Context: an optimization exercise on an open-source flow, tuned for small area, a short achievable clock period and few clock cycles per item. The choices shown serve that exercise and are no tape-out recipe. Only simulation tests tie the RTL to the original design; equivalence was not proved. Power and IR drop assume default switching activity.

--- flow/design.v ---
module aq_axi_sdma64_ctrl
(
  input         ARESETN,
  input         ACLK,
  input [7:0]   S_AXI_AWADDR,
  input         S_AXI_AWVALID,
  output        S_AXI_AWREADY,
  input [31:0]  S_AXI_WDATA,
  input         S_AXI_WVALID,
  output        S_AXI_WREADY,
  output        S_AXI_BVALID,
  input         S_AXI_BREADY,
  input [7:0]   S_AXI_ARADDR,
  input         S_AXI_ARVALID,
  output        S_AXI_ARREADY,
  output [31:0] S_AXI_RDATA,
  output        S_AXI_RVALID,
  input         S_AXI_RREADY,
  output        INTERRUPT,
  output        MASTER_RST,
  output        WR_START,
  output [31:0] WR_ADRS,
  output [31:0] WR_COUNT,
  input         WR_READY,
  input         WR_INT,
  input         WR_FIFO_EMPTY,
  input         WR_FIFO_FULL,
  output        RD_START,
  output [31:0] RD_ADRS,
  output [31:0] RD_COUNT,
  input         RD_READY,
  input         RD_INT,
  input         RD_FIFO_EMPTY,
  input         RD_FIFO_FULL
);
  localparam I_STATUS     = 6'h00;
  localparam I_INT_STATUS = 6'h01;
  localparam I_INT_MASK   = 6'h02;
  localparam I_WR_START   = 6'h04;
  localparam I_WR_ADRS    = 6'h05;
  localparam I_WR_COUNT   = 6'h06;
  localparam I_RD_START   = 6'h08;
  localparam I_RD_ADRS    = 6'h09;
  localparam I_RD_COUNT   = 6'h0A;
  localparam I_TESTDATA   = 6'h0C;
  reg         idle, bvalid, wacc, rpend, rvalid;
  reg [9:0]   sel;
  reg [31:0]  rdata;            
  reg         intr;
  wire        aw_go  = idle & S_AXI_AWVALID & S_AXI_WVALID;
  wire        ar_go  = idle & S_AXI_ARVALID & ~S_AXI_AWVALID;
  wire [5:0]  idx    = S_AXI_AWVALID ? S_AXI_AWADDR[7:2] : S_AXI_ARADDR[7:2];
  wire        wr_ena = wacc;
  wire [31:0] wdata  = rdata;
  wire        bvalid_n = aw_go | (bvalid & ~S_AXI_BREADY);
  wire        rvalid_n = rpend | (rvalid & ~S_AXI_RREADY);
  always @(posedge ACLK or negedge ARESETN) begin
    if(!ARESETN) begin
      idle   <= 1'b0;
      bvalid <= 1'b0;
      wacc   <= 1'b0;
      rpend  <= 1'b0;
      rvalid <= 1'b0;
    end else begin
      bvalid <= bvalid_n;
      wacc   <= aw_go;
      rpend  <= ar_go;
      rvalid <= rvalid_n;
      idle   <= ~aw_go & ~ar_go & ~rpend & ~bvalid_n & ~rvalid_n;
    end
  end
  always @(posedge ACLK) begin
    if(idle) begin
      sel[0] <= (idx == I_STATUS);
      sel[1] <= (idx == I_INT_STATUS);
      sel[2] <= (idx == I_INT_MASK);
      sel[3] <= (idx == I_WR_START);
      sel[4] <= (idx == I_WR_ADRS);
      sel[5] <= (idx == I_WR_COUNT);
      sel[6] <= (idx == I_RD_START);
      sel[7] <= (idx == I_RD_ADRS);
      sel[8] <= (idx == I_RD_COUNT);
      sel[9] <= (idx == I_TESTDATA);
    end
  end
  assign S_AXI_AWREADY = idle;
  assign S_AXI_WREADY  = idle;
  assign S_AXI_ARREADY = idle;
  assign S_AXI_BVALID  = bvalid;
  assign S_AXI_RVALID  = rvalid;
  assign S_AXI_RDATA   = rdata;
  reg           reg_master_reset;
  reg           reg_wr_start1, reg_rd_start1;
  reg           reg_wr_start2, reg_rd_start2;
  reg [31:0]    reg_wr_adrs, reg_rd_adrs;
  reg [31:0]    reg_wr_count, reg_rd_count;
  reg [31:0]    reg_testdata;
  reg [31:0]    reg_int_mask;
  reg [1:0]     reg_int;
  always @(posedge ACLK) begin
    if(aw_go) begin
      rdata <= S_AXI_WDATA;
    end else if(rpend) begin
      rdata <= ({32{sel[0]}} & {reg_master_reset, 31'd0})
             | ({32{sel[1]}} & {30'd0, reg_int})
             | ({32{sel[2]}} & reg_int_mask)
             | ({32{sel[3]}} & {12'd0, WR_FIFO_EMPTY, WR_FIFO_EMPTY, WR_FIFO_FULL, WR_FIFO_FULL, 7'd0, WR_READY, 6'd0, reg_wr_start2, reg_wr_start1})
             | ({32{sel[4]}} & reg_wr_adrs)
             | ({32{sel[5]}} & reg_wr_count)
             | ({32{sel[6]}} & {12'd0, RD_FIFO_EMPTY, RD_FIFO_EMPTY, RD_FIFO_FULL, RD_FIFO_FULL, 7'd0, RD_READY, 6'd0, reg_rd_start2, reg_rd_start1})
             | ({32{sel[7]}} & reg_rd_adrs)
             | ({32{sel[8]}} & reg_rd_count)
             | ({32{sel[9]}} & reg_testdata);
    end
  end
  wire w_status   = wr_ena & sel[0];
  wire w_int_stat = wr_ena & sel[1];
  wire w_int_mask = wr_ena & sel[2];
  wire w_wr_start = wr_ena & sel[3];
  wire w_wr_adrs  = wr_ena & sel[4];
  wire w_wr_count = wr_ena & sel[5];
  wire w_rd_start = wr_ena & sel[6];
  wire w_rd_adrs  = wr_ena & sel[7];
  wire w_rd_count = wr_ena & sel[8];
  wire w_testdata = wr_ena & sel[9];
  wire [1:0] int_n;
  assign int_n[0] = WR_INT | (reg_int[0] & ~(w_int_stat & wdata[0]));
  assign int_n[1] = RD_INT | (reg_int[1] & ~(w_int_stat & wdata[1]));
  wire [1:0] mask_n = w_int_mask ? wdata[1:0] : reg_int_mask[1:0];
  always @(posedge ACLK or negedge ARESETN) begin
    if(!ARESETN) begin
      reg_master_reset <= 1'b0;
      reg_wr_adrs      <= 32'd0;
      reg_wr_count     <= 32'd0;
      reg_rd_adrs      <= 32'd0;
      reg_rd_count     <= 32'd0;
      reg_wr_start1    <= 1'b0;
      reg_wr_start2    <= 1'b0;
      reg_rd_start1    <= 1'b0;
      reg_rd_start2    <= 1'b0;
      reg_int_mask     <= 32'd0;
      reg_int          <= 2'd0;
      reg_testdata     <= 32'd0;
      intr             <= 1'b0;
    end else begin
      if(w_status)   reg_master_reset <= wdata[31];
      if(w_int_mask) reg_int_mask     <= wdata;
      if(w_wr_start) reg_wr_start2    <= wdata[1];
      if(w_wr_adrs)  reg_wr_adrs      <= wdata;
      if(w_wr_count) reg_wr_count     <= wdata;
      if(w_rd_start) reg_rd_start2    <= wdata[1];
      if(w_rd_adrs)  reg_rd_adrs      <= wdata;
      if(w_rd_count) reg_rd_count     <= wdata;
      if(w_testdata) reg_testdata     <= wdata;
      if(!WR_READY)        reg_wr_start1 <= 1'b0;
      else if(w_wr_start)  reg_wr_start1 <= wdata[0];
      if(!RD_READY)        reg_rd_start1 <= 1'b0;
      else if(w_rd_start)  reg_rd_start1 <= wdata[0];
      reg_int <= int_n;
      intr    <= |(int_n & mask_n);
    end
  end
  assign WR_START   = reg_wr_start1 | reg_wr_start2;
  assign WR_ADRS    = reg_wr_adrs;
  assign WR_COUNT   = reg_wr_count;
  assign RD_START   = reg_rd_start1 | reg_rd_start2;
  assign RD_ADRS    = reg_rd_adrs;
  assign RD_COUNT   = reg_rd_count;
  assign MASTER_RST = reg_master_reset;
  assign INTERRUPT  = intr;
endmodule
module aq_axi_sdma64_master
(
  input         ARESETN,
  input         ACLK,
  output [31:0] M_AXI_AWADDR,
  output [7:0]  M_AXI_AWLEN,
  output        M_AXI_AWVALID,
  input         M_AXI_AWREADY,
  output        M_AXI_WLAST,
  output        M_AXI_WVALID,
  input         M_AXI_WREADY,
  input         M_AXI_BVALID,
  output        M_AXI_BREADY,
  output [31:0] M_AXI_ARADDR,
  output [7:0]  M_AXI_ARLEN,
  output        M_AXI_ARVALID,
  input         M_AXI_ARREADY,
  input         M_AXI_RLAST,
  input         M_AXI_RVALID,
  input         MASTER_RST,
  input         WR_START,
  input [31:0]  WR_ADRS,
  input [31:0]  WR_LEN,
  output        WR_READY,
  output        WR_INT,
  output        WR_FIFO_RE,
  input         WR_FIFO_EMPTY,
  input         WR_FIFO_HV_N,
  input         RD_START,
  input [31:0]  RD_ADRS,
  input [31:0]  RD_LEN,
  output        RD_READY,
  output        RD_LAST,
  output        RD_INT,
  output        RD_FIFO_WE,
  input         RD_FIFO_READY     
);
  localparam OUTST = 2'd3;
  reg         w_busy, aw_pend, awvalid;
  reg [28:0]  aw_addr;        
  reg [7:0]   aw_len;
  reg [20:0]  aw_f;           
  reg         aw_z;           
  reg [7:0]   w_l;            
  reg [1:0]   wq, bq;         
  reg         w_act;          
  reg         wvld;           
  reg [7:0]   wbeat;
  reg         wlast;
  reg         aw_hs_d;        
  wire [7:0]  w_li     = WR_LEN[10:3] - 8'd1;
  wire        w_z0     = (WR_LEN[10:3] == 8'd0);
  wire        w_start  = WR_START & ~w_busy;
  wire        aw_hs    = awvalid & M_AXI_AWREADY;
  wire        aw_final = (aw_f == {20'd0, aw_z});
  wire        w_vld    = wvld;
  wire        w_hs     = w_vld & M_AXI_WREADY;
  wire        b_hs     = M_AXI_BVALID & (bq != 2'd0);
  wire        w_done   = b_hs & ~aw_pend & (bq == 2'd1);
  wire        aw_pend_n = aw_pend & ~(aw_hs & aw_final);
  wire [1:0]  bq_n      = bq + {1'b0, aw_hs} - {1'b0, b_hs};
  wire [1:0]  wq_n      = wq + {1'b0, aw_hs} - {1'b0, w_hs & wlast};
  wire [7:0]  wbeat_n   = w_hs ? (wlast ? 8'd0 : wbeat + 8'd1) : wbeat;
  wire        w_l0      = (w_l == 8'd0);
  wire        w_fin_cur = ~aw_pend & (wq == 2'd1);
  wire        w_inc_last = ((wbeat + 8'd1) == (w_fin_cur ? w_l : 8'hFF));
  wire        w_end_last = w_l0 & (aw_hs ? (aw_final & (wq == 2'd1)) : (~aw_pend & (wq == 2'd2)));
  wire        w_new_last = aw_hs & aw_final & w_l0;
  wire        wlast_n    = w_hs ? (wlast ? w_end_last : w_inc_last)
                                : ((wq == 2'd0) ? w_new_last : wlast);
  always @(posedge ACLK or negedge ARESETN) begin
    if(!ARESETN) begin
      w_busy  <= 1'b0;
      aw_pend <= 1'b0;
      awvalid <= 1'b0;
      wq      <= 2'd0;
      bq      <= 2'd0;
      w_act   <= 1'b0;
      wvld    <= 1'b0;
      wbeat   <= 8'd0;
      aw_hs_d <= 1'b0;
    end else if(MASTER_RST) begin
      w_busy  <= 1'b0;
      aw_pend <= 1'b0;
      awvalid <= 1'b0;
      wq      <= 2'd0;
      bq      <= 2'd0;
      w_act   <= 1'b0;
      wvld    <= 1'b0;
      wbeat   <= 8'd0;
      aw_hs_d <= 1'b0;
    end else if(w_start) begin
      w_busy  <= 1'b1;
      aw_pend <= 1'b1;
      awvalid <= 1'b1;
    end else begin
      if(w_done) w_busy <= 1'b0;
      aw_pend <= aw_pend_n;
      awvalid <= aw_pend_n & ~aw_hs & (bq_n != OUTST);
      aw_hs_d <= aw_hs & ~aw_final;
      wq      <= wq_n;
      bq      <= bq_n;
      w_act   <= (wq_n != 2'd0);
      wvld    <= (wq_n != 2'd0) & WR_FIFO_HV_N;
      wbeat   <= wbeat_n;
    end
  end
  always @(posedge ACLK) begin
    wlast <= wlast_n;
    if(~w_busy) begin
      aw_addr <= WR_ADRS[31:3];
      aw_f    <= WR_LEN[31:11];
      aw_z    <= w_z0;
      aw_len  <= (WR_LEN[31:11] == {20'd0, w_z0}) ? w_li : 8'hFF;
      w_l     <= w_li;
    end else if(aw_hs_d) begin
      aw_addr[28:8] <= aw_addr[28:8] + 21'd1;
      aw_f          <= aw_f - 21'd1;
      aw_len        <= (aw_f == {19'd0, aw_z, ~aw_z}) ? w_l : 8'hFF;
    end
  end
  assign M_AXI_AWADDR  = {aw_addr, 3'b000};
  assign M_AXI_AWLEN   = aw_len;
  assign M_AXI_AWVALID = awvalid;
  assign M_AXI_WLAST   = wlast;
  assign M_AXI_WVALID  = w_vld;
  assign M_AXI_BREADY  = 1'b1;
  assign WR_FIFO_RE    = w_hs;
  assign WR_INT        = w_done;
  assign WR_READY      = ~w_busy;
  reg         r_busy, ar_pend, arvalid;
  reg [28:0]  ar_addr;
  reg [7:0]   ar_len;
  reg [20:0]  ar_f;
  reg         ar_z;
  reg [7:0]   r_l;
  reg [1:0]   rq;             
  reg         ar_hs_d;
  wire [7:0]  r_l0     = RD_LEN[10:3] - 8'd1;
  wire        r_z0     = (RD_LEN[10:3] == 8'd0);
  wire        r_start  = RD_START & ~r_busy;
  wire        ar_hs    = arvalid & M_AXI_ARREADY;
  wire        ar_final = (ar_f == {20'd0, ar_z});
  wire        r_hs     = M_AXI_RVALID & RD_FIFO_READY;
  wire        r_final  = ~ar_pend & (rq == 2'd1);
  wire        r_end    = r_hs & M_AXI_RLAST & (rq != 2'd0);
  wire        r_done   = r_end & r_final;
  wire        ar_pend_n = ar_pend & ~(ar_hs & ar_final);
  wire [1:0]  rq_n      = rq + {1'b0, ar_hs} - {1'b0, r_end};
  always @(posedge ACLK or negedge ARESETN) begin
    if(!ARESETN) begin
      r_busy  <= 1'b0;
      ar_pend <= 1'b0;
      arvalid <= 1'b0;
      rq      <= 2'd0;
      ar_hs_d <= 1'b0;
    end else if(r_start) begin
      r_busy  <= 1'b1;
      ar_pend <= 1'b1;
      arvalid <= 1'b1;
    end else begin
      if(r_done) r_busy <= 1'b0;
      ar_pend <= ar_pend_n;
      arvalid <= ar_pend_n & ~ar_hs & (rq_n != OUTST);
      ar_hs_d <= ar_hs & ~ar_final;
      rq      <= rq_n;
    end
  end
  always @(posedge ACLK) begin
    if(~r_busy) begin
      ar_addr <= RD_ADRS[31:3];
      ar_f    <= RD_LEN[31:11];
      ar_z    <= r_z0;
      ar_len  <= (RD_LEN[31:11] == {20'd0, r_z0}) ? r_l0 : 8'hFF;
      r_l     <= r_l0;
    end else if(ar_hs_d) begin
      ar_addr[28:8] <= ar_addr[28:8] + 21'd1;
      ar_f          <= ar_f - 21'd1;
      ar_len        <= (ar_f == {19'd0, ar_z, ~ar_z}) ? r_l : 8'hFF;
    end
  end
  assign M_AXI_ARADDR  = {ar_addr, 3'b000};
  assign M_AXI_ARLEN   = ar_len;
  assign M_AXI_ARVALID = arvalid;
  assign RD_FIFO_WE    = r_hs;
  assign RD_LAST       = M_AXI_RLAST & r_final;
  assign RD_INT        = r_done;
  assign RD_READY      = ~r_busy;
endmodule
module aq_axi_sdma64_fifo
#(
  parameter W = 64
)
(
  input          RST_N,
  input          RST,
  input          CLK,
  input          WREN,
  input [W-1:0]  DI,
  output         FULL,
  output         NFULL,       
  input          RDEN,
  output [W-1:0] DO,
  output         EMPTY,
  output         HV_N         
);
  reg [W-1:0] head, skid;
  reg         hv, sv;           
  reg         nf;               
  wire we = WREN & nf;
  wire re = RDEN & hv;
  wire hv_n = sv | we | (hv & ~re);
  always @(posedge CLK) begin
    if((re & (sv | we)) | (we & ~hv)) head <= sv ? skid : DI;
    if(we & hv & ~re)                 skid <= DI;
  end
  always @(posedge CLK or negedge RST_N) begin
    if(!RST_N) begin
      hv <= 1'b0;
      sv <= 1'b0;
      nf <= 1'b0;
    end else if(RST) begin
      hv <= 1'b0;
      sv <= 1'b0;
      nf <= 1'b1;
    end else begin
      hv <= hv_n;
      sv <= (sv & ~re) | (we & hv & ~re);
      nf <= ~((sv & ~re) | (we & hv & ~re));
    end
  end
  assign DO    = head;
  assign FULL  = sv;
  assign NFULL = nf;
  assign EMPTY = ~hv;
  assign HV_N  = hv_n & ~RST;
endmodule
module aq_axi_sdma64
(
  input         ARESETN,
  input         ACLK,
  input [15:0]  S_AXI_AWADDR,
  input [3:0]   S_AXI_AWCACHE,
  input [2:0]   S_AXI_AWPROT,
  input         S_AXI_AWVALID,
  output        S_AXI_AWREADY,
  input [31:0]  S_AXI_WDATA,
  input [3:0]   S_AXI_WSTRB,
  input         S_AXI_WVALID,
  output        S_AXI_WREADY,
  output        S_AXI_BVALID,
  input         S_AXI_BREADY,
  output [1:0]  S_AXI_BRESP,
  input [15:0]  S_AXI_ARADDR,
  input [3:0]   S_AXI_ARCACHE,
  input [2:0]   S_AXI_ARPROT,
  input         S_AXI_ARVALID,
  output        S_AXI_ARREADY,
  output [31:0] S_AXI_RDATA,
  output [1:0]  S_AXI_RRESP,
  output        S_AXI_RVALID,
  input         S_AXI_RREADY,
  output [0:0]  M_AXI_AWID,
  output [31:0] M_AXI_AWADDR,
  output [7:0]  M_AXI_AWLEN,
  output [2:0]  M_AXI_AWSIZE,
  output [1:0]  M_AXI_AWBURST,
  output        M_AXI_AWLOCK,
  output [3:0]  M_AXI_AWCACHE,
  output [2:0]  M_AXI_AWPROT,
  output [3:0]  M_AXI_AWQOS,
  output [0:0]  M_AXI_AWUSER,
  output        M_AXI_AWVALID,
  input         M_AXI_AWREADY,
  output [63:0] M_AXI_WDATA,
  output [7:0]  M_AXI_WSTRB,
  output        M_AXI_WLAST,
  output [0:0]  M_AXI_WUSER,
  output        M_AXI_WVALID,
  input         M_AXI_WREADY,
  input [0:0]   M_AXI_BID,
  input [1:0]   M_AXI_BRESP,
  input [0:0]   M_AXI_BUSER,
  input         M_AXI_BVALID,
  output        M_AXI_BREADY,
  output [0:0]  M_AXI_ARID,
  output [31:0] M_AXI_ARADDR,
  output [7:0]  M_AXI_ARLEN,
  output [2:0]  M_AXI_ARSIZE,
  output [1:0]  M_AXI_ARBURST,
  output [1:0]  M_AXI_ARLOCK,
  output [3:0]  M_AXI_ARCACHE,
  output [2:0]  M_AXI_ARPROT,
  output [3:0]  M_AXI_ARQOS,
  output [0:0]  M_AXI_ARUSER,
  output        M_AXI_ARVALID,
  input         M_AXI_ARREADY,
  input [0:0]   M_AXI_RID,
  input [63:0]  M_AXI_RDATA,
  input [1:0]   M_AXI_RRESP,
  input         M_AXI_RLAST,
  input [0:0]   M_AXI_RUSER,
  input         M_AXI_RVALID,
  output        M_AXI_RREADY,
  input [63:0]  W_AXIS_TDATA,
  input         W_AXIS_TVALID,
  output        W_AXIS_TREADY,
  input [7:0]   W_AXIS_TSTRB,
  input         W_AXIS_TKEEP,
  input         W_AXIS_TLAST,
  output [63:0] R_AXIS_TDATA,
  output        R_AXIS_TVALID,
  input         R_AXIS_TREADY,
  output        R_AXIS_TLAST,
  input         W_FRAME_SYNC,
  input         R_FRAME_SYNC,
  output        INTERRUPT
);
  wire        master_rst;
  wire        wr_start, wr_ready, wr_int;
  wire [31:0] wr_adrs, wr_len;
  wire        wr_fifo_re, wr_fifo_empty, wr_fifo_full, wr_fifo_hv_n;
  wire        rd_start, rd_ready, rd_last, rd_int;
  wire [31:0] rd_adrs, rd_len;
  wire        rd_fifo_we, rd_fifo_full, rd_fifo_empty;
  aq_axi_sdma64_ctrl u_aq_axi_sdma64_ctrl
  (
    .ARESETN        ( ARESETN ),
    .ACLK           ( ACLK ),
    .S_AXI_AWADDR   ( S_AXI_AWADDR[7:0] ),
    .S_AXI_AWVALID  ( S_AXI_AWVALID ),
    .S_AXI_AWREADY  ( S_AXI_AWREADY ),
    .S_AXI_WDATA    ( S_AXI_WDATA ),
    .S_AXI_WVALID   ( S_AXI_WVALID ),
    .S_AXI_WREADY   ( S_AXI_WREADY ),
    .S_AXI_BVALID   ( S_AXI_BVALID ),
    .S_AXI_BREADY   ( S_AXI_BREADY ),
    .S_AXI_ARADDR   ( S_AXI_ARADDR[7:0] ),
    .S_AXI_ARVALID  ( S_AXI_ARVALID ),
    .S_AXI_ARREADY  ( S_AXI_ARREADY ),
    .S_AXI_RDATA    ( S_AXI_RDATA ),
    .S_AXI_RVALID   ( S_AXI_RVALID ),
    .S_AXI_RREADY   ( S_AXI_RREADY ),
    .INTERRUPT      ( INTERRUPT ),
    .MASTER_RST     ( master_rst ),
    .WR_START       ( wr_start ),
    .WR_ADRS        ( wr_adrs ),
    .WR_COUNT       ( wr_len ),
    .WR_READY       ( wr_ready ),
    .WR_INT         ( wr_int ),
    .WR_FIFO_EMPTY  ( wr_fifo_empty ),
    .WR_FIFO_FULL   ( wr_fifo_full ),
    .RD_START       ( rd_start ),
    .RD_ADRS        ( rd_adrs ),
    .RD_COUNT       ( rd_len ),
    .RD_READY       ( rd_ready ),
    .RD_INT         ( rd_int ),
    .RD_FIFO_EMPTY  ( rd_fifo_empty ),
    .RD_FIFO_FULL   ( rd_fifo_full )
  );
  assign S_AXI_BRESP = 2'b00;
  assign S_AXI_RRESP = 2'b00;
  aq_axi_sdma64_master u_aq_axi_sdma64_master
  (
    .ARESETN        ( ARESETN ),
    .ACLK           ( ACLK ),
    .M_AXI_AWADDR   ( M_AXI_AWADDR ),
    .M_AXI_AWLEN    ( M_AXI_AWLEN ),
    .M_AXI_AWVALID  ( M_AXI_AWVALID ),
    .M_AXI_AWREADY  ( M_AXI_AWREADY ),
    .M_AXI_WLAST    ( M_AXI_WLAST ),
    .M_AXI_WVALID   ( M_AXI_WVALID ),
    .M_AXI_WREADY   ( M_AXI_WREADY ),
    .M_AXI_BVALID   ( M_AXI_BVALID ),
    .M_AXI_BREADY   ( M_AXI_BREADY ),
    .M_AXI_ARADDR   ( M_AXI_ARADDR ),
    .M_AXI_ARLEN    ( M_AXI_ARLEN ),
    .M_AXI_ARVALID  ( M_AXI_ARVALID ),
    .M_AXI_ARREADY  ( M_AXI_ARREADY ),
    .M_AXI_RLAST    ( M_AXI_RLAST ),
    .M_AXI_RVALID   ( M_AXI_RVALID ),
    .MASTER_RST     ( master_rst ),
    .WR_START       ( wr_start & W_FRAME_SYNC ),
    .WR_ADRS        ( wr_adrs ),
    .WR_LEN         ( wr_len ),
    .WR_READY       ( wr_ready ),
    .WR_INT         ( wr_int ),
    .WR_FIFO_RE     ( wr_fifo_re ),
    .WR_FIFO_EMPTY  ( wr_fifo_empty ),
    .WR_FIFO_HV_N   ( wr_fifo_hv_n ),
    .RD_START       ( rd_start & R_FRAME_SYNC ),
    .RD_ADRS        ( rd_adrs ),
    .RD_LEN         ( rd_len ),
    .RD_READY       ( rd_ready ),
    .RD_LAST        ( rd_last ),
    .RD_INT         ( rd_int ),
    .RD_FIFO_WE     ( rd_fifo_we ),
    .RD_FIFO_READY  ( M_AXI_RREADY )
  );
  assign M_AXI_AWID    = 1'b0;
  assign M_AXI_AWSIZE  = 3'b011;
  assign M_AXI_AWBURST = 2'b01;
  assign M_AXI_AWLOCK  = 1'b0;
  assign M_AXI_AWCACHE = 4'b0011;
  assign M_AXI_AWPROT  = 3'b000;
  assign M_AXI_AWQOS   = 4'b0000;
  assign M_AXI_AWUSER  = 1'b1;
  assign M_AXI_WSTRB   = 8'hFF;
  assign M_AXI_WUSER   = 1'b1;
  assign M_AXI_ARID    = 1'b0;
  assign M_AXI_ARSIZE  = 3'b011;
  assign M_AXI_ARBURST = 2'b01;
  assign M_AXI_ARLOCK  = 2'b00;
  assign M_AXI_ARCACHE = 4'b0011;
  assign M_AXI_ARPROT  = 3'b000;
  assign M_AXI_ARQOS   = 4'b0000;
  assign M_AXI_ARUSER  = 1'b1;
  aq_axi_sdma64_fifo #(.W(65)) u_aq_axi_sdma64_rfifo
  (
    .RST_N    ( ARESETN ),
    .RST      ( master_rst ),
    .CLK      ( ACLK ),
    .WREN     ( rd_fifo_we ),
    .DI       ( {rd_last, M_AXI_RDATA} ),
    .FULL     ( rd_fifo_full ),
    .NFULL    ( M_AXI_RREADY ),
    .RDEN     ( R_AXIS_TREADY ),
    .DO       ( {R_AXIS_TLAST, R_AXIS_TDATA} ),
    .EMPTY    ( rd_fifo_empty ),
    .HV_N     ()
  );
  assign R_AXIS_TVALID = ~rd_fifo_empty;
  aq_axi_sdma64_fifo #(.W(64)) u_aq_axi_sdma64_wfifo
  (
    .RST_N    ( ARESETN ),
    .RST      ( master_rst ),
    .CLK      ( ACLK ),
    .WREN     ( W_AXIS_TVALID ),
    .DI       ( W_AXIS_TDATA ),
    .FULL     ( wr_fifo_full ),
    .NFULL    ( W_AXIS_TREADY ),
    .RDEN     ( wr_fifo_re ),
    .DO       ( M_AXI_WDATA ),
    .EMPTY    ( wr_fifo_empty ),
    .HV_N     ( wr_fifo_hv_n )
  );
endmodule
--- flow/flow/run.sh ---
#!/bin/bash
set -euo pipefail
export BUFFER_PORTS_ARGS="-buffer_cell sky130_fd_sc_hd__buf_1"
bash standard.sh > standard.log 2>&1
--- flow/standard.sh ---
#!/bin/bash
# synth_recipe.tcl (not shown) runs the flow's synth.tcl, then flattens the netlist and writes it again
# the make line also repeats each setting of config.mk as NAME=value (left out here)
make -C /OpenROAD-flow-scripts/flow DESIGN_CONFIG=/design/flow/config.mk WORK_HOME=/design/flow/orfs CLKGATE_MAP_FILE= SYNTH_SCRIPT=/design/flow/synth_recipe.tcl "${@:-finish}"
--- flow/config.mk ---
export PLATFORM = sky130hd
export DESIGN_NAME = aq_axi_sdma64
export DESIGN_NICKNAME = aq_axi_sdma64
export VERILOG_FILES = /design/flow/design.v
export SDC_FILE = /design/flow/constraint.sdc
export NUM_CORES = 4
export LEC_CHECK = 0
export ABC_CLOCK_PERIOD_IN_PS = 2200
export CAP_MARGIN = 20
export CORE_MARGIN = 2
export CORE_UTILIZATION = 65
export CTS_CLUSTER_DIAMETER = 60
export CTS_CLUSTER_SIZE = 30
export PLACE_DENSITY = 0.75
export SETUP_SLACK_MARGIN = 3.35
export SLEW_MARGIN = 20
--- flow/constraint.sdc ---
create_clock -name core_clock -period 5.5 [get_ports {ACLK}]
set_input_delay 1.1000 -clock core_clock [delete_from_list [all_inputs] [get_ports {ACLK}]]
set_output_delay 1.1000 -clock core_clock [all_outputs]
set_load 0.01 [all_outputs]
==> results of run 1 <==
kinds of logic (layout without fill, tap and decap cells):
| group | count (synthesis) | in the layout |
|---|---|---|
| DFF | 669 | 669 |
| and+or+nand+nor | 407 | 412 |
| xor gates and xnor gates | 107 | 107 |
| other | 2 | 61 |
| muxes | 332 | 332 |
| AOI/OAI and AO/OA | 299 | 300 |
| buffers and inverters | 202 | 730 |
| adders and majority gates | 15 | 15 |
cell type report:
cell class / instances / area (µm²)
Timing Repair Buffer: 603 / 3427
Sequential cell: 669 / 18940
Clock buffer: 46 / 1107
Timing Repair inverter: 1 / 5.005
Multi-Input combinational cell: 1225 / 9781
Clock inverter: 29 / 367.9
Tap cell: 592 / 740.7
Fill cell: 2702 / 9462
Inverter: 51 / 195.2
Antenna cell: 2 / 5.005
layer usage:
| layer | GRT usage [%] | wire (µm) | up-vias |
|---|---|---|---|
| met3 | 5.704 | 6728 | 188 |
| met5 | 0 | 0 | - |
| li1 | - | - | 8639 |
| met2 | 53.83 | 38100 | 1088 |
| met4 | 12.78 | 2977 | 0 |
| met1 | 44.23 | 30100 | 9974 |
state kept, by name, indices dropped and copies added (netlist names), 64 cells and up:
register,cells
u_aq_axi_sdma64_rfifo.skid,65
u_aq_axi_sdma64_wfifo.skid,64
u_aq_axi_sdma64_rfifo.head,65
u_aq_axi_sdma64_wfifo.head,64
synth_stat cells (37+ instances only):
master / instances / area share (%)
dfrtp_1: 234 / 20
xnor2_1: 60 / 1.8
mux2_2: 328 / 13
inv_1: 51 / 0.66
clkbuf_1: 56 / 0.73
buf_4: 61 / 1.6
a21oi_1: 89 / 1.5
nor2_1: 170 / 2.2
a22oi_1: 37 / 0.96
edfxtp_1: 435 / 45
xor2_1: 47 / 1.4
nand2_1: 64 / 0.83
report_power, final:
part | leakage, nW | internal [W] | switching (W)
combinational | 5.63 | 0.00310 | 0.00369
clock | 0.725 | 0.00163 | 0.00190
sequential | 6.92 | 0.00782 | 0.00147
total | 13.3 | 0.0126 | 0.00706
metrics by stage:
step           total power (W)  hold WS, ps  cells  setup slack [ps]
6_report               0.01961        491.0   3218              3131
3_3_place_gp           0.01460        453.3   2987              1917
3_5_place_dp           0.01489        464.4   2987              1864
2_1_floorplan          0.01284        441.3   2090              2804
5_1_grt                0.02048        504.8   3217              3110
4_1_cts                0.01910        490.3   3168              3121
final timing paths:
| check | start | end | slack, ps |
|---|---|---|---|
| worst min register to register | u_aq_axi_sdma64_ctrl.reg_rd_adrs[10] | u_aq_axi_sdma64_master.ar_addr[7] | 490 |
| max in group asynchronous | ARESETN | u_aq_axi_sdma64_ctrl.reg_rd_count[7] | 3670 |
| worst max register to register | u_aq_axi_sdma64_ctrl.wacc | u_aq_axi_sdma64_ctrl.reg_rd_count[17] | 3290 |
| worst min-delay path | u_aq_axi_sdma64_ctrl.reg_rd_adrs[10] | u_aq_axi_sdma64_master.ar_addr[7] | 490 |
| worst max-delay path | u_aq_axi_sdma64_ctrl.rdata[8] | S_AXI_RDATA[8] | 3130 |
| min in group asynchronous | ARESETN | u_aq_axi_sdma64_ctrl.bvalid | 630 |
repair_timing:
item	CTS	global route
setup endpoints to repair	448	538
hold buffers	0	0
gates cloned	5	2
resized for setup	158	202
buffers inserted	101	45
pin swaps	11	23
==> reports/metrics.cfg, run 1 <==
[status]
status = no timing/DRC/antenna violations

[worst_setup_path]
critPathMaxStageDelay_ps = 480
path_buf_inv = 1
worstSetupPathType = register to primary output
r2r_cells = 2
cpMaxStageDelayCell = edfxtp_1
end_kind = primary output
cp_num_cells = 1
path_delay_family = flip-flops
critPathRequiredTime_ps = 4400
worst-path-max-fanout = 2
cp.arrival_ps = 1270
cp_cell_sequence = clkbuf_2
cp-start-kind = register

[clock_network]
path_clk_slew_ps = 110
clk_path_buf_depth = 3
clkSinkCount = 669
cts_buffers = 41
cts_tree = yes
clkLatencyLatePin_ps = 610
htree_levels = 2
cts_root_buffer = clkbuf_16

[final_layout]
drive_gt1_share_pct = 34.22
nets = 2852
synthToLayoutAreaGrowth_pct = 19.78
final_common_cell = edfxtp_1
final_cell_mix = edfxtp_1 (435), mux2_2 (328), dfrtp_1 (220)
fin_util_pct = 78.51
postLayoutCellArea_um2 = 34570

[die]
num_rows = 77
io_pins = 552
die_h_um = 214.7
initial_utilization_pct = 65.55
design.core.area_um2 = 44030
die_width_um = 214.7
dieArea_um2 = 46100

[routing]
drcViolationCount = 0
postRouteAntennaNets = 0
avgRoutedWirePerCell_um = 24.21
drt_pass1_iterations = 7
drt-initial-drc-count = 2090
drt_wl_total_mm = 77.91
num_vias = 19889
via_per_inst = 6.181

[synthesis]
yosysSeqAreaShare_pct = 65.55
syn_area_um2 = 28860
synth-warning-count = 4
synth_cells = 2033
synth-xor-area-share_pct = 3.247
synth_top_family_by_area = multiplexers
synth_edf_count = 435
ys_ff_latch = 669
avgSynthCellArea_um2 = 14.20
synth_fa_ha_area_share_pct = 0.6503
synth-compound-area-share_pct = 7.093
yosys.area_share.simple_pct = 7.067
ys.flop_type = edfxtp_1
synthArstFlopShare_pct = 34.98
synth_cell_types = 69
muxShareOfSynthArea_pct = 12.94

[grt]
grt_pass1_wl_mm = 115.2
track_usage_pct = 32.79
gr-total-overflow = 0
grt_max_degree = 84
antenna_found_initial = 2
grt_pass1_vias = 19309

[flow_run]
maxCapViolations = 0

[sta]
rsz0062_at_grt = true
max_slew_margin_pct = 35.41
post-route-period-util_pct = 43.07
finClkSkew_ps = 25.84
tns_ps = 0
hold_viol_final = 0
fmax_mhz = 422.1
worst_pin_slew_ps = 955.4
report.final.slew_viol_count = 0
period_minus_slack_ps = 2369
setup_violations = 0

[worst_hold_path]
min_path_cells = 0
worst_hold_path_type = register to register

[place]
dpl.hpwl_mm = 49.11
portBuffers = 436
gp_congestion = 0.8552
dpl_cell_area_um2 = 30990

[pwr]
power_leakage_nw = 13.28
power_density_nw_per_um2 = 567.3
ir_drop_v = 0.0003816

Testbench counts, summed over its fixed seeds: cycles 113,529, bytes 935,008.
==> run 2, diff against run 1 <==
--- a/flow/config.mk
+++ b/flow/config.mk
@@ -7,10 +7,10 @@
 export LEC_CHECK = 0
-export ABC_CLOCK_PERIOD_IN_PS = 2200
+export ABC_AREA = 1
 export CAP_MARGIN = 20
 export CORE_MARGIN = 2
-export CORE_UTILIZATION = 65
+export CORE_UTILIZATION = 70
 export CTS_CLUSTER_DIAMETER = 60
 export CTS_CLUSTER_SIZE = 30
-export PLACE_DENSITY = 0.75
-export SETUP_SLACK_MARGIN = 3.35
+export PLACE_DENSITY = 0.8
+export SETUP_SLACK_MARGIN = 3.2
 export SLEW_MARGIN = 20
==> run 2 against run 1 <==
Worst hold slack got worse by 3.2 ps. Cell area down 3.1%. Die area shrank 5.5%. Critical endpoint is now M_AXI_AWADDR[27]. Sequential cell count stayed put. Global-route usage up 4.8 points. Sequential share of layout area grew 1.7 points. Register-to-register slack lost 70 ps. Synthesized cell count increased by 43%. Core utilization up 3.0 points. Worst setup slack gained 39 ps.
==> reports/metrics.cfg, run 2 <==
[clock_network]
clk_path_buf_depth = 3  ; unchanged
htree_levels = 2  ; unchanged
cts_buffers = 38  ; -7.3%
cts_tree = yes
clkSinkCount = 669  ; unchanged
cts_root_buffer = clkbuf_16
cts_hold_buffers = 0  ; unchanged
clkLatencyLatePin_ps = 600  ; about the same
path_clk_slew_ps = 90  ; -20 ps

[worst_setup_path]
cp-start-kind = register
r2r_cells = 5  ; +3
cp_cell_sequence = buf_1
cp.arrival_ps = 1230  ; -40 ps
cpMaxStageDelayCell = edfxtp_1
end_kind = primary output
worstSetupPathType = register to primary output
path_buf_inv = 1  ; unchanged
path_delay_family = flip-flops
worst-path-max-fanout = 4  ; +2
critPathRequiredTime_ps = 4400  ; about the same
critPathMaxStageDelay_ps = 470  ; about the same
cp_num_cells = 1  ; unchanged

[synthesis]
ys.flop_type = edfxtp_1
synth-xor-area-share_pct = 1.762  ; -1.5 points
synth_top_family_by_area = simple AND/OR/NAND/NOR gates
synth_cell_types = 54  ; -22%
muxShareOfSynthArea_pct = 0.07253  ; -13 points
yosysMostFrequentCell = nand2_1
syn_area_um2 = 29320  ; +1.6%
yosysSeqAreaShare_pct = 64.51  ; -1.0 points
synth_commonest_cells = nand2_1 (994), edfxtp_1 (435), o21ai_0 (296)
synth_fa_ha_area_share_pct = 0.6400  ; -0.010 points
ys_ff_latch = 669  ; unchanged
synth_top_area_cell = edfxtp_1
synth_cells = 2902  ; +43%
synthArstFlopShare_pct = 34.98  ; unchanged
synth_edf_count = 435  ; unchanged
synth-warning-count = 4  ; unchanged
yosys.area_share.simple_pct = 18.42  ; +11 points
synth_area_leaders = edfxtp_1 (45%), dfrtp_1 (20%), nand2_1 (13%)
yosysTopAreaCellShare_pct = 44.54  ; -0.72 points
avgSynthCellArea_um2 = 10.10  ; -29%
synth-compound-area-share_pct = 8.704  ; +1.6 points

[sta]
setup_violations = 0  ; unchanged
worst_pin_slew_ps = 910.0  ; -45.44 ps
hold_viol_final = 0  ; unchanged
fmax_mhz = 429.2  ; +1.7%
layout_setup_ws_ps = 3170  ; +39.18 ps
post-route-period-util_pct = 42.36  ; -0.71 points
report.final.slew_viol_count = 0  ; unchanged
rsz0062_at_grt = true
tns_ps = 0  ; unchanged
finClkSkew_ps = 30.02  ; +4.182 ps
period_minus_slack_ps = 2330  ; -39.18 ps
max_slew_margin_pct = 39.33  ; +3.9 points

[grt]
track_usage_pct = 37.60  ; +4.8 points
grt_pass1_vias = 22136  ; +15%
antenna_found_initial = 15  ; +13
grt_max_degree = 117  ; +39%
grt_pass1_wl_mm = 125.4  ; +8.9%
gr-total-overflow = 0  ; unchanged

[final_layout]
drive_gt1_share_pct = 9.442  ; -25 points
final_common_cell = nand2_1
largestRegisters = u_aq_axi_sdma64_rfifo.head: 65 flops, u_aq_axi_sdma64_rfifo.skid: 65 flops
nets = 3619  ; +27%
final_cell_mix = nand2_1 (984), edfxtp_1 (435), buf_1 (382)
synthToLayoutAreaGrowth_pct = 14.25

[pwr]
net-switching-power_w = 0.007036  ; -0.29%
p_seq_share_pct = 48.8  ; +1.4 points
power_density_nw_per_um2 = 540.3  ; -4.8%
clockPowerShare_pct = 19.0  ; +1.0 points
p_sw_share_pct = 38.86  ; +2.9 points
ir_drop_v = 0.0003660  ; -4.1%
power_w = 0.01810  ; -7.7%
comb_power_share_pct = 32.2  ; -2.4 points
power.internal_w = 0.01107  ; -12%
power_leakage_nw = 13.91  ; +4.7%

[place]
portBuffers = 436  ; unchanged
gp_congestion = 0.9345  ; +9.3%
dpl.hpwl_mm = 57.37  ; +17%
pre_cts_ws_ps = 1840  ; -23.19 ps

[die]
die_width_um = 208.7  ; -2.8%
io_pins = 552  ; unchanged
dieArea_um2 = 43550  ; -5.5%
num_rows = 74  ; -3.9%
design.core.area_um2 = 41110  ; -6.6%
initial_utilization_pct = 71.33  ; +5.8 points
die_h_um = 208.7  ; -2.8%

[status]
status = no timing/DRC/antenna violations

[routing]
drt-initial-drc-count = 2999  ; +43%
drcViolationCount = 0  ; unchanged
via_per_inst = 5.957  ; -3.6%
drt_wl_total_mm = 84.16  ; +8.0%
avgRoutedWirePerCell_um = 21.38  ; -12%
postRouteAntennaNets = 0  ; unchanged
num_vias = 23454  ; +18%
drt_pass1_iterations = 6  ; -1

[worst_hold_path]
min_path_cells = 0  ; unchanged
worst_hold_path_type = register to register

[flow_run]
maxCapViolations = 0  ; unchanged

==> run 2: changes by cell type in the layout (fill, tap and decap cells not counted), moves of 65 or more <==
cell	delta
a21oi_1	-65
buf_1	+168
clkbuf_2	-116
inv_1	+146
mux2_2	-327
nand2_1	+927
o21ai_0	+272
==> run 2: path summary, 6_finish.rpt <==
kind                                                      from                                   end  slack, ps
setup reg to reg                   u_aq_axi_sdma64_ctrl.sel[5]         u_aq_axi_sdma64_ctrl.rdata[9]       3220
hold reg to reg            u_aq_axi_sdma64_ctrl.reg_rd_adrs[6]     u_aq_axi_sdma64_master.ar_addr[3]        490
min in group asynchronous                              ARESETN  u_aq_axi_sdma64_ctrl.reg_int_mask[5]        530
max in group asynchronous                              ARESETN              u_aq_axi_sdma64_wfifo.sv       3830
hold / removal             u_aq_axi_sdma64_ctrl.reg_rd_adrs[6]     u_aq_axi_sdma64_master.ar_addr[3]        490
setup / recovery            u_aq_axi_sdma64_master.aw_addr[24]                      M_AXI_AWADDR[27]       3170
==> run 2: metrics by stage <==
stage	area (µm²)	instances	utilization, %	hold slack (ps)
6_report	33500	3937	81.50	487.8
2_1_floorplan	29650	2959	-	447.2
3_5_place_dp	31330	3777	76.20	467.2
4_1_cts	33140	3892	80.62	487.5
3_3_place_gp	31270	3775	76.06	463.8
5_1_grt	33500	3935	81.49	492.4
==> run 2: per-layer routing <==
metal	routed length (µm)	GRT usage (%)	vias to the layer above	share of wire, %
li1	-	-	10529	-
met1	29930	47.21	11229	36
met2	40900	61.95	1428	49
met3	7511	6.372	266	8.9
met4	5800	23.03	2	6.9
met5	13	0	-	0.015
==> run 2: logic make-up after synthesis <==
| family | count (synthesis) |
|---|---|
| compound gates | 445 |
| xor+xnor | 59 |
| fa+ha+maj | 15 |
| buf+inv | 391 |
| flops | 669 |
| mux | 2 |
| other cells | 2 |
| simple gates | 1319 |
==> run 2: repair_timing <==
item / 4_1_cts / 5_1_grt
setup buffers: 43 / 28
gates resized for setup: 37 / 53
setup endpoints to repair: 179 / 121
cloned: 2 / 1
==> run 2: layout make-up <==
type	count	area (µm²)
antenna	16	40.04
clock buffer	44	1037
clock inverter	26	370.4
fill	2530	7606
inverter	212	818.3
multi-input combinational	1899	9034
sequential	669	18920
tap	532	665.6
timing repair buffer	536	2595
timing repair inverter	3	20.02
==> run 2: power groups by stage <==
stage          combinational (W)  clock [W]  sequential [W]
3_5_place_dp             0.00515          0         0.00897
2_1_floorplan            0.00324          0         0.00877
6_report                 0.00583    0.00344         0.00884
5_1_grt                  0.00641    0.00362         0.00897
4_1_cts                  0.00553    0.00345         0.00878
3_3_place_gp             0.00485          0         0.00892
==> run 3, diff against run 2 <==
--- a/flow/config.mk
+++ b/flow/config.mk
@@ -13,2 +13,3 @@
 export CTS_CLUSTER_SIZE = 30
+export GPL_ROUTABILITY_DRIVEN = 0
 export PLACE_DENSITY = 0.8
==> run 3 against run 2 <==
Via count rose by 0.12%. Combinational power barely moved. Fmax fell by 0.65%. Clock power fell by 3%. Register-to-register slack got worse by 70 ps. Die area did not move. Clock-buffer cell count did not move. Worst setup slack got worse by 15 ps. Largest cell class unchanged. Largest power group unchanged. Highest routed layer unchanged.
==> reports/metrics.cfg, run 3 <==
[status]
status = no timing/DRC/antenna violations

[synthesis]
yosysMostFrequentCell = nand2_1
avgSynthCellArea_um2 = 10.10  ; unchanged
synthArstFlopShare_pct = 34.98  ; unchanged
ys.flop_type = edfxtp_1
synth_area_leaders = edfxtp_1 (45%), dfrtp_1 (20%), nand2_1 (13%)
yosysSeqAreaShare_pct = 64.51  ; unchanged
synth_commonest_cells = nand2_1 (994), edfxtp_1 (435), o21ai_0 (296)
yosysTopAreaCellShare_pct = 44.54  ; unchanged
ys_ff_latch = 669  ; unchanged
synth-warning-count = 4  ; unchanged
synth_cell_types = 54  ; unchanged
synth_top_area_cell = edfxtp_1
synth_cells = 2902  ; unchanged
synth_edf_count = 435  ; unchanged
syn_area_um2 = 29320  ; unchanged

[sta]
tns_ps = 0  ; unchanged
holdWs_ps = 485.4  ; -2.423 ps
max_slew_margin_pct = 39.24  ; -0.091 points
fmax_mhz = 426.4  ; -0.65%
post-route-period-util_pct = 42.64  ; +0.28 points
rsz0062_at_grt = true
hold_viol_final = 0  ; unchanged
setup_violations = 0  ; unchanged
worst_pin_slew_ps = 906.4  ; -3.622 ps
report.final.slew_viol_count = 0  ; unchanged
period_minus_slack_ps = 2345  ; +15.24 ps
finClkSkew_ps = 27.59  ; -2.432 ps

[worst_hold_path]
worst_hold_path_type = register to register
min_path_cells = 0  ; unchanged
min_to = u_aq_axi_sdma64_master.ar_addr[3]
hold_path.startpoint = u_aq_axi_sdma64_ctrl.reg_rd_adrs[6]

[pwr]
ir_drop_v = 0.0003508  ; -4.2%
p_sw_share_pct = 39.10  ; +0.24 points
clockPowerShare_pct = 18.4  ; -0.6 points
comb_power_share_pct = 32.3  ; about the same
p_seq_share_pct = 49.2  ; +0.4 points
power_density_nw_per_um2 = 537.6  ; -0.50%
net-switching-power_w = 0.007033  ; about the same
power_leakage_nw = 13.90  ; about the same
power.internal_w = 0.01095  ; -1.0%

[clock_network]
clkSinkCount = 669  ; unchanged
path_clk_slew_ps = 100  ; about the same
clk_path_buf_depth = 3  ; unchanged
cts_hold_buffers = 0  ; unchanged
clkLatencyLatePin_ps = 600  ; about the same
cts_tree = yes
cts_buffers = 38  ; unchanged
cts_root_buffer = clkbuf_16
htree_levels = 2  ; unchanged

[die]
dieArea_um2 = 43550  ; unchanged
io_pins = 552  ; unchanged
die_width_um = 208.7  ; unchanged
num_rows = 74  ; unchanged
design.core.area_um2 = 41110  ; unchanged
initial_utilization_pct = 71.33  ; unchanged
die_h_um = 208.7  ; unchanged

[routing]
avgRoutedWirePerCell_um = 21.43  ; +0.24%
postRouteAntennaNets = 0  ; unchanged
drt_wl_total_mm = 84.32  ; +0.19%
via_per_inst = 5.967  ; +0.17%
drcViolationCount = 0  ; unchanged
drt_pass1_iterations = 6  ; unchanged
drt-initial-drc-count = 2992  ; -0.23%
num_vias = 23481  ; +0.12%

[place]
portBuffers = 436  ; unchanged
dpl_cell_area_um2 = 31280  ; -0.14%
dpl.hpwl_mm = 56.99  ; -0.65%
placed_cells = 3775  ; -0.053%

[grt]
grt_pass1_wl_mm = 126.4  ; +0.79%
grt_pass1_vias = 22434  ; +1.3%
antenna_found_initial = 14  ; -1
grt_max_degree = 110  ; -6.0%
track_usage_pct = 37.82  ; +0.22 points
gr-total-overflow = 0  ; unchanged

[worst_setup_path]
r2r-end = u_aq_axi_sdma64_ctrl.rdata[9]
reg2reg_from = u_aq_axi_sdma64_ctrl.sel[5]
worstSetupPathType = register to register
end_kind = register
cp.arrival_ps = 2650  ; +1420 ps
worst-path-max-fanout = 26  ; +22
r2r_cells = 5  ; unchanged
cp-start-kind = register
critPathRequiredTime_ps = 5810  ; +1410 ps
ff2ff_setup_slack_ps = 3150  ; -70 ps

[final_layout]
final_cell_mix = nand2_1 (983), edfxtp_1 (435), buf_1 (373)
largestRegisters = u_aq_axi_sdma64_rfifo.head: 65 flops, u_aq_axi_sdma64_rfifo.skid: 65 flops
seq_area_um2 = 18920  ; unchanged
final_cells = 3935  ; -0.051%
postLayoutCellArea_um2 = 33450  ; -0.15%
fillers = 2531  ; +0.040%
nets = 3620  ; +0.028%
synthToLayoutAreaGrowth_pct = 14.08
multi_input_area_um2 = 9046  ; +0.14%
drive_gt1_share_pct = 9.711  ; +0.27 points
final_common_cell = nand2_1

[flow_run]
maxCapViolations = 0  ; unchanged

-- run 3: cell counts after synthesis --
No cell type changed its count.
-- run 3: power groups by stage --
| stage | combinational (W) | sequential [W] | clock, W |
|---|---|---|---|
| global route | 0.00640 | 0.00898 | 0.00349 |
| global placement | 0.00486 | 0.00890 | 0 |
| CTS | 0.00553 | 0.00878 | 0.00332 |
| finish | 0.00581 | 0.00886 | 0.00332 |
| detailed placement | 0.00511 | 0.00896 | 0 |
| floorplan | 0.00324 | 0.00877 | 0 |
-- run 3: worst max path at each step --
stage	startpoint	to	slack, ps	cells past startpoint
after floorplan	R_AXIS_TREADY	u_aq_axi_sdma64_rfifo.skid[0]	2870	3
after global placement	S_AXI_AWVALID	u_aq_axi_sdma64_ctrl.rdata[17]	1900	8
after detailed placement	S_AXI_AWVALID	u_aq_axi_sdma64_ctrl.rdata[17]	1830	8
after CTS	u_aq_axi_sdma64_master.wvld	M_AXI_WVALID	3160	1
after global routing	u_aq_axi_sdma64_master.aw_addr[13]	M_AXI_AWADDR[16]	3150	1
final	u_aq_axi_sdma64_ctrl.sel[5]	u_aq_axi_sdma64_ctrl.rdata[9]	3150	5
-- run 3: cell type report --
| class | count | share of cell area [%] |
|---|---|---|
| sequential | 669 | 56.57 |
| inverter | 212 | 2.446 |
| timing repair buffer | 538 | 7.802 |
| timing repair inverter | 1 | 0.01496 |
| multi-input combinational | 1900 | 27.04 |
| tap | 532 | 1.990 |
| clock inverter | 24 | 0.9238 |
| antenna | 15 | 0.1122 |
| clock buffer | 44 | 3.101 |
-- run 3: repair_timing --
item / CTS / global route
pin swaps: 1 / 2
gates cloned: 1 / 1
setup endpoints to repair: 218 / 102
gates resized for setup: 44 / 64
buffers inserted: 49 / 26
-- run 3: cell families after synthesis --
kind of cell               share of synthesized area (%)
and+or+nand+nor                                    18.42
DFF                                                64.51
AOI/OAI and AO/OA                                  8.704
buffers and inverters                              5.858
xor gates and xnor gates                           1.762
adders and majority gates                         0.6400
other                                            0.02561
muxes                                            0.07253
-- run 3: per-layer routing --
metal / GRT usage, % / wire (µm)
met4: 25.34 / 6320
met2: 61.09 / 40440
met3: 6.703 / 7876
met5: 0 / 17
met1: 47.46 / 29670
-- run 3: through the flow --
stage | setup WS, ps | power, W | utilization (%)
2_1_floorplan | 2870 | 0.01201 | -
3_3_place_gp | 1895 | 0.01376 | 76.04
3_5_place_dp | 1829 | 0.01408 | 76.10
4_1_cts | 3158 | 0.01764 | 80.49
5_1_grt | 3149 | 0.01887 | 81.36
6_report | 3155 | 0.01798 | 81.37
-- run 3: critical path, stage by stage (launching register included) --
cell	delay, ps
edfxtp_1	370
buf_4	270
inv_1	370
o21ai_0	190
a221oi_1	630
a41oi_1	210
==> run 4, diff against run 3 <==
--- a/flow/config.mk
+++ b/flow/config.mk
@@ -10,7 +10,6 @@
 export CORE_MARGIN = 2
-export CORE_UTILIZATION = 70
+export CORE_UTILIZATION = 75
 export CTS_CLUSTER_DIAMETER = 60
 export CTS_CLUSTER_SIZE = 30
-export GPL_ROUTABILITY_DRIVEN = 0
-export PLACE_DENSITY = 0.8
+export PLACE_DENSITY = 0.85
 export SETUP_SLACK_MARGIN = 3.2
==> run 4 against run 3 <==
Still clean. Worst setup slack worse by 22 ps. Synthesized cell count unchanged. Power about the same. Core utilization up 4.8 points. Cell area down 0.47%. Via count up 1.5%. Clock-buffer cell count down 5. Critical path type is now register to primary output. Largest power group unchanged.
==> reports/metrics.cfg, run 4 <==
[status]
status = no timing/DRC/antenna violations

[routing]
drt-initial-drc-count = 3087  ; +3.2%
drt_wl_total_mm = 84.59  ; +0.32%
avgRoutedWirePerCell_um = 21.67  ; +1.1%
drcViolationCount = 0  ; unchanged
postRouteAntennaNets = 0  ; unchanged
drt_pass1_iterations = 8  ; +2
via_per_inst = 6.107  ; +2.3%
num_vias = 23834  ; +1.5%

[synthesis]
synth_cells = 2902  ; unchanged
synth_top_area_cell = edfxtp_1
avgSynthCellArea_um2 = 10.10  ; unchanged
yosysTopAreaCellShare_pct = 44.54  ; unchanged
synth-warning-count = 4  ; unchanged
ys_ff_latch = 669  ; unchanged
yosysMostFrequentCell = nand2_1
yosysSeqAreaShare_pct = 64.51  ; unchanged
synth_edf_count = 435  ; unchanged
syn_area_um2 = 29320  ; unchanged
synth_commonest_cells = nand2_1 (994), edfxtp_1 (435), o21ai_0 (296)
ys.flop_type = edfxtp_1
synthArstFlopShare_pct = 34.98  ; unchanged
synth_cell_types = 54  ; unchanged
synth_area_leaders = edfxtp_1 (45%), dfrtp_1 (20%), nand2_1 (13%)

[worst_setup_path]
worstSetupPathType = register to primary output
path_delay_family = flip-flops
cp_cell_sequence = clkbuf_2
end_kind = primary output
cpMaxStageDelayCell = edfxtp_1
cp-start-kind = register
critPathRequiredTime_ps = 4400  ; -1410 ps
path_buf_inv = 1  ; -1
worst-path-max-fanout = 2  ; -92%
critPathMaxStageDelay_ps = 490  ; -140 ps
cp.arrival_ps = 1270  ; -1380 ps

[clock_network]
clk_path_buf_depth = 3  ; unchanged
htree_levels = 2  ; unchanged
path_clk_slew_ps = 100  ; about the same
clkSinkCount = 669  ; unchanged
cts_hold_buffers = 0  ; unchanged
cts_root_buffer = clkbuf_16
cts_tree = yes
clkLatencyLatePin_ps = 600  ; about the same
cts_buffers = 37  ; -2.6%

[sta]
finClkSkew_ps = 21.58  ; -6.011 ps
fmax_mhz = 422.4  ; -0.93%
worst_pin_slew_ps = 955.6  ; +49.19 ps
tns_ps = 0  ; unchanged
period_minus_slack_ps = 2367  ; +22.03 ps
max_slew_margin_pct = 36.30  ; -2.9 points
rsz0062_at_grt = true
hold_viol_final = 0  ; unchanged
holdWs_ps = 491.2  ; +5.778 ps
setup_violations = 0  ; unchanged
post-route-period-util_pct = 43.04  ; +0.40 points
report.final.slew_viol_count = 0  ; unchanged

[die]
num_rows = 72  ; -2.7%
die_width_um = 201.7  ; -3.3%
io_pins = 552  ; unchanged
initial_utilization_pct = 75.88  ; +4.5 points
die_h_um = 201.7  ; -3.3%
dieArea_um2 = 40700  ; -6.5%
design.core.area_um2 = 38650  ; -6.0%

[pwr]
ir_drop_v = 0.0005194  ; +48%
power_leakage_nw = 13.81  ; -0.65%
power_density_nw_per_um2 = 539.7  ; +0.39%

[grt]
grt_pass1_wl_mm = 124.3  ; -1.6%
grt_max_degree = 92  ; -16%
antenna_found_initial = 12  ; -2
grt_pass1_vias = 22500  ; +0.29%
track_usage_pct = 40.17  ; +2.3 points
gr-total-overflow = 0  ; unchanged

[final_layout]
drive_gt1_share_pct = 9.169  ; -0.54 points
multi_input_area_um2 = 9035  ; -0.12%
final_cell_mix = nand2_1 (984), edfxtp_1 (435), buf_1 (376)
seq_area_um2 = 18930  ; about the same
nets = 3604  ; -0.44%
synthToLayoutAreaGrowth_pct = 13.54
largestRegisters = u_aq_axi_sdma64_rfifo.head: 65 flops, u_aq_axi_sdma64_rfifo.skid: 65 flops
fillers = 2051  ; -19%
final_common_cell = nand2_1

[place]
dpl.hpwl_mm = 56.30  ; -1.2%
gp_congestion = 0.9506
portBuffers = 436  ; unchanged

[worst_hold_path]
worst_hold_path_type = register to register

[flow_run]
maxCapViolations = 0  ; unchanged

[run 4: cell counts after synthesis]
Identical to the previous run, type by type.
[run 4: kinds of logic (layout without fill, tap and decap cells)]
group	after synthesis	after routing	synth area share [%]
xor+xnor	59	59	1.762
buf+inv	391	802	5.858
compound gates	445	445	8.704
simple gates	1319	1319	18.42
other cells	2	74	0.02561
fa+ha+maj	15	15	0.6400
flops	669	669	64.51
mux	2	2	0.07253
[run 4: worst paths after layout]
path                       slack, ps  cells past startpoint                                 from                                    to
hold reg to reg                  490                      0  u_aq_axi_sdma64_ctrl.reg_rd_adrs[4]     u_aq_axi_sdma64_master.ar_addr[1]
hold / removal                   490                      0  u_aq_axi_sdma64_ctrl.reg_rd_adrs[4]     u_aq_axi_sdma64_master.ar_addr[1]
setup / recovery                3130                      1       u_aq_axi_sdma64_ctrl.rdata[17]                       S_AXI_RDATA[17]
setup reg to reg                3240                      5          u_aq_axi_sdma64_ctrl.sel[5]         u_aq_axi_sdma64_ctrl.rdata[4]
max in group asynchronous       3820                      2                              ARESETN              u_aq_axi_sdma64_wfifo.nf
min in group asynchronous        620                      1                              ARESETN  u_aq_axi_sdma64_ctrl.reg_wr_adrs[29]
[run 4: stage by stage]
stage          setup WS (ps)  cell area (µm²)  util (%)  power, W  std cells
6_report                3133            33300     86.15   0.01797       3903
5_1_grt                 3115            33290     86.13   0.01882       3900
4_1_cts                 3125            32980     85.33   0.01760       3866
3_5_place_dp            2206            31310     81.03   0.01411       3764
3_3_place_gp            2307            31270     80.90   0.01372       3762
2_1_floorplan           2870            29650         -   0.01201       2959
[run 4: report_power, final]
part | leakage (nW) | switching, W | internal [W] | total [W]
logic | 6.07 | 0.00387 | 0.00191 | 0.00577
clock network | 0.642 | 0.00183 | 0.00150 | 0.00333
registers | 7.09 | 0.00133 | 0.00754 | 0.00886
[run 4: area by class of cell]
| type | instances | area share, % |
|---|---|---|
| Antenna cell | 15 | 0.1127 |
| Sequential cell | 669 | 56.84 |
| Clock buffer | 39 | 2.803 |
| Clock inverter | 26 | 1.187 |
| Tap cell | 518 | 1.947 |
| Timing Repair Buffer | 525 | 7.538 |
| Inverter | 212 | 2.435 |
| Multi-Input combinational cell | 1899 | 27.14 |
[run 4: per-layer routing]
metal	vias to the layer above	wire length (µm)	GRT usage [%]	share of wire, %
met3	302	8413	7.127	9.9
met4	2	6337	26.00	7.5
met5	-	16	0	0.019
met1	11344	28540	49.99	34
li1	10493	-	-	-
met2	1693	41280	65.78	49
[run 4: what timing repair did]
action | in CTS | in global routing
cloned | 0 | 0
setup endpoints to repair | 226 | 94
pin swaps | 1 | 0
setup buffers | 37 | 22
gates resized for setup | 30 | 62
==> run 5, diff against run 4 <==
--- a/flow/config.mk
+++ b/flow/config.mk
@@ -7,9 +7,9 @@
 export LEC_CHECK = 0
-export ABC_AREA = 1
+export ABC_CLOCK_PERIOD_IN_PS = 2000
 export CAP_MARGIN = 20
 export CORE_MARGIN = 2
-export CORE_UTILIZATION = 75
+export CORE_UTILIZATION = 60
 export CTS_CLUSTER_DIAMETER = 60
 export CTS_CLUSTER_SIZE = 30
-export PLACE_DENSITY = 0.85
+export PLACE_DENSITY = 0.7
 export SETUP_SLACK_MARGIN = 3.2
==> run 5 against run 4 <==
Still clean on timing, DRC and antenna. Core utilization down 15 points. First-iteration DRC count shrank 45%. Sequential cell count stayed put. Fmax decreased by 3.7%. Cell area is 1.8% higher. Non-clock buffer count rose by 52. Sequential share of layout area shrank 0.96 points. Via count down 19%. Synthesized cell count fell by 30%. Critical endpoint is now S_AXI_RDATA[19]. Largest power group unchanged. Highest routed layer is now met4.
==> reports/metrics.cfg, run 5 <==
[status]
status = no timing/DRC/antenna violations

[flow_run]
maxCapViolations = 0  ; unchanged

[sta]
period_minus_slack_ps = 2458  ; +90.39 ps
layout_setup_ws_ps = 3042  ; -90.39 ps
fmax_mhz = 406.9  ; -3.7%
post-route-period-util_pct = 44.68  ; +1.6 points
tns_ps = 0  ; unchanged
worst_pin_slew_ps = 930.4  ; -25.12 ps
hold_viol_final = 0  ; unchanged
setup_violations = 0  ; unchanged
rsz0062_at_grt = true
report.final.slew_viol_count = 0  ; unchanged
max_slew_margin_pct = 37.97  ; +1.7 points
finClkSkew_ps = 39.41  ; +17.84 ps

[die]
io_pins = 552  ; unchanged
dieArea_um2 = 49870  ; +23%
num_rows = 80  ; +11%
initial_utilization_pct = 60.57  ; -15 points
design.core.area_um2 = 47650  ; +23%
die_width_um = 223.3  ; +11%
die_h_um = 223.3  ; +11%

[routing]
drt_wl_total_mm = 76.00  ; -10%
drt_pass1_iterations = 8  ; unchanged
postRouteAntennaNets = 0  ; unchanged
num_vias = 19237  ; -19%
avgRoutedWirePerCell_um = 23.66  ; +9.2%
via_per_inst = 5.989  ; -1.9%
drcViolationCount = 0  ; unchanged
drt-initial-drc-count = 1706  ; -45%

[worst_setup_path]
cp-start-kind = register
r2r-end = u_aq_axi_sdma64_master.ar_len[0]
cpMaxStageDelayCell = edfxtp_1
worst-path-max-fanout = 6  ; +4
end_kind = primary output
path_buf_inv = 1  ; unchanged
critPathRequiredTime_ps = 4400  ; about the same
r2r_cells = 5  ; unchanged
critPathMaxStageDelay_ps = 540  ; +50 ps
reg2reg_from = u_aq_axi_sdma64_master.ar_f[17]
ff2ff_setup_slack_ps = 3200  ; -40 ps
cp_cell_sequence = buf_6
cp.arrival_ps = 1360  ; +90 ps
worstSetupPathType = register to primary output
path_delay_family = flip-flops

[grt]
grt_pass1_wl_mm = 112.9  ; -9.2%
grt_pass1_vias = 19020  ; -15%
gr-total-overflow = 0  ; unchanged
antenna_found_initial = 1  ; -11
track_usage_pct = 29.90  ; -10 points
grt_max_degree = 109  ; +18%

[clock_network]
clk_path_buf_depth = 3  ; unchanged
htree_levels = 2  ; unchanged
clkLatencyLatePin_ps = 620  ; +20 ps
cts_root_buffer = clkbuf_16
path_clk_slew_ps = 90  ; about the same
cts_buffers = 42  ; +14%
cts_tree = yes
clkSinkCount = 669  ; unchanged

[pwr]
comb_power_share_pct = 32.9  ; +0.8 points
ir_drop_v = 0.0004472  ; -14%
power_density_nw_per_um2 = 567.9  ; +5.2%
power_w = 0.01924  ; +7.1%
clockPowerShare_pct = 18.8  ; +0.3 points
power_leakage_nw = 12.64  ; -8.5%
power.internal_w = 0.01238  ; +13%
p_seq_share_pct = 48.4  ; -0.9 points
p_sw_share_pct = 35.66  ; -3.4 points
net-switching-power_w = 0.006862  ; -2.3%

[final_layout]
final_common_cell = edfxtp_1
largestRegisters = u_aq_axi_sdma64_rfifo.head: 65 flops, u_aq_axi_sdma64_rfifo.skid: 65 flops
multi_input_area_um2 = 9428  ; +4.3%
postLayoutCellArea_um2 = 33890  ; +1.8%
fin_util_pct = 71.12  ; -15 points
final_cell_mix = edfxtp_1 (435), buf_1 (370), mux2_2 (328)
synthToLayoutAreaGrowth_pct = 17.42
fillers = 3328  ; +62%
seq_area_um2 = 18930  ; about the same
nets = 2822  ; -22%
drive_gt1_share_pct = 25.92  ; +17 points

[synthesis]
synth-warning-count = 4  ; unchanged
avgSynthCellArea_um2 = 14.20  ; +40%
ys.flop_type = edfxtp_1
yosysSeqAreaShare_pct = 65.55  ; +1.0 points
syn_area_um2 = 28860  ; -1.6%
ys_ff_latch = 669  ; unchanged
yosysTopAreaCellShare_pct = 45.26  ; +0.72 points
synth_area_leaders = edfxtp_1 (45%), dfrtp_1 (20%), mux2_2 (13%)
synthArstFlopShare_pct = 34.98  ; unchanged
synth_edf_count = 435  ; unchanged
synth_cell_types = 69  ; +28%
synth_cells = 2033  ; -30%
synth_top_area_cell = edfxtp_1
yosysMostFrequentCell = edfxtp_1
synth_commonest_cells = edfxtp_1 (435), mux2_2 (328), dfrtp_1 (234)

[place]
dpl.hpwl_mm = 49.95  ; -11%
gp_congestion = 0.8610  ; -9.4%
pre_cts_ws_ps = 1861  ; -344.5 ps
dpl_cell_area_um2 = 31050  ; -0.83%
portBuffers = 436  ; unchanged

[worst_hold_path]
worst_hold_path_type = input pin to asynchronous set/reset pin

## run 5: timing repair
item,in CTS,in global routing
cloned,2,0
resized for setup,81,55
hold endpoints to repair,0,0
buffers inserted,81,32
hold buffers,0,0
endpoints found under the setup margin,279,179
pin swaps,4,4
## run 5: metrics by stage
| stage | hold slack, ps | cells |
|---|---|---|
| after global placement | 456.6 | 3017 |
| after detailed placement | 459.5 | 3017 |
| final | 367.9 | 3212 |
| after CTS | 357.2 | 3178 |
| after global routing | 375.6 | 3211 |
| after floorplan | 441.3 | 2090 |
## run 5: how the worst max path moves through the flow
stage	start	endpoint	cells after the start
after floorplan	M_AXI_RVALID	u_aq_axi_sdma64_rfifo.head[0]	2
after global placement	S_AXI_AWVALID	u_aq_axi_sdma64_ctrl.rdata[31]	4
after detailed placement	S_AXI_AWVALID	u_aq_axi_sdma64_ctrl.rdata[31]	4
after CTS	u_aq_axi_sdma64_ctrl.rdata[19]	S_AXI_RDATA[19]	1
after global routing	u_aq_axi_sdma64_ctrl.rdata[19]	S_AXI_RDATA[19]	1
final	u_aq_axi_sdma64_ctrl.rdata[19]	S_AXI_RDATA[19]	1
## run 5: power groups by stage
stage	Combinational (W)	Clock, W	Sequential (W)
2_1_floorplan	0.00357	0	0.00926
3_3_place_gp	0.00522	0	0.00945
3_5_place_dp	0.00538	0	0.00955
4_1_cts	0.00611	0.00367	0.00926
5_1_grt	0.00684	0.00386	0.00948
6_report	0.00632	0.00361	0.00931
## run 5: cell families (layout without fill, tap and decap cells)
group / Yosys count / after routing / share of synthesized area [%]
adder cells (fa/ha/maj): 15 / 15 / 0.6503
buffers and inverters: 202 / 706 / 3.425
AND/OR/NAND/NOR: 407 / 409 / 7.067
other: 2 / 60 / 0.02602
XOR/XNOR: 107 / 107 / 3.247
multiplexers: 332 / 332 / 12.94
AO/OA/AOI/OAI: 299 / 299 / 7.093
flip-flops: 669 / 669 / 65.55
## run 5: routing by layer
metal | vias up | global-route usage (%) | routed length, µm
li1 | 8595 | - | -
met1 | 9700 | 39.59 | 30090
met2 | 814 | 49.12 | 37250
met3 | 128 | 5.387 | 5783
met4 | 0 | 12.71 | 2876
met5 | - | 0 | 0
## run 5: layout make-up
class | count | share of cell area [%]
inverters | 51 | 0.5649
repair buffers | 577 | 8.895
flip-flops and latches | 669 | 55.88
clock inverters | 30 | 1.148
diodes | 1 | 0.007385
clock buffers | 48 | 3.415
well taps | 615 | 2.271
multi-input cells | 1221 | 27.82

separate check: timing with driven ports:
The results above use ideal ports. As a check the final layouts listed here were re-extracted and re-timed, cells and wires unchanged.
Step 1 (the two cells are an assumption about what drives the block):
set clk [get_ports {ACLK}]
set_driving_cell -lib_cell sky130_fd_sc_hd__clkbuf_16 $clk
set_driving_cell -lib_cell sky130_fd_sc_hd__buf_2 [delete_from_list [all_inputs] $clk]
Step 2 moves the port delays by t, midway between the first and last clock arrival at a register: inputs arrive t later, outputs are due t later. That takes back most of the time a late clock gives input paths.
a / b / c = no drivers / after step 1 / after step 2; a / b = the first two.
run	t (ns)	setup slack, ns	latest minus earliest clock arrival (ns)
run 1	0.664	3.131 / 3.067 / 2.728	0.032 / 0.032
run 2	0.651	3.170 / 3.112 / 2.668	0.039 / 0.039
run 3	0.651	3.155 / 3.120 / 2.636	0.030 / 0.030
run 4	0.647	3.133 / 3.076 / 2.638	0.024 / 0.024
run 5	0.659	3.042 / 2.983 / 2.627	0.041 / 0.041
After both steps setup and hold are still met in every run listed. For run 3, which loses most, drivers alone change the setup slack by -0.035 ns; drivers and shift together by -0.519 ns.
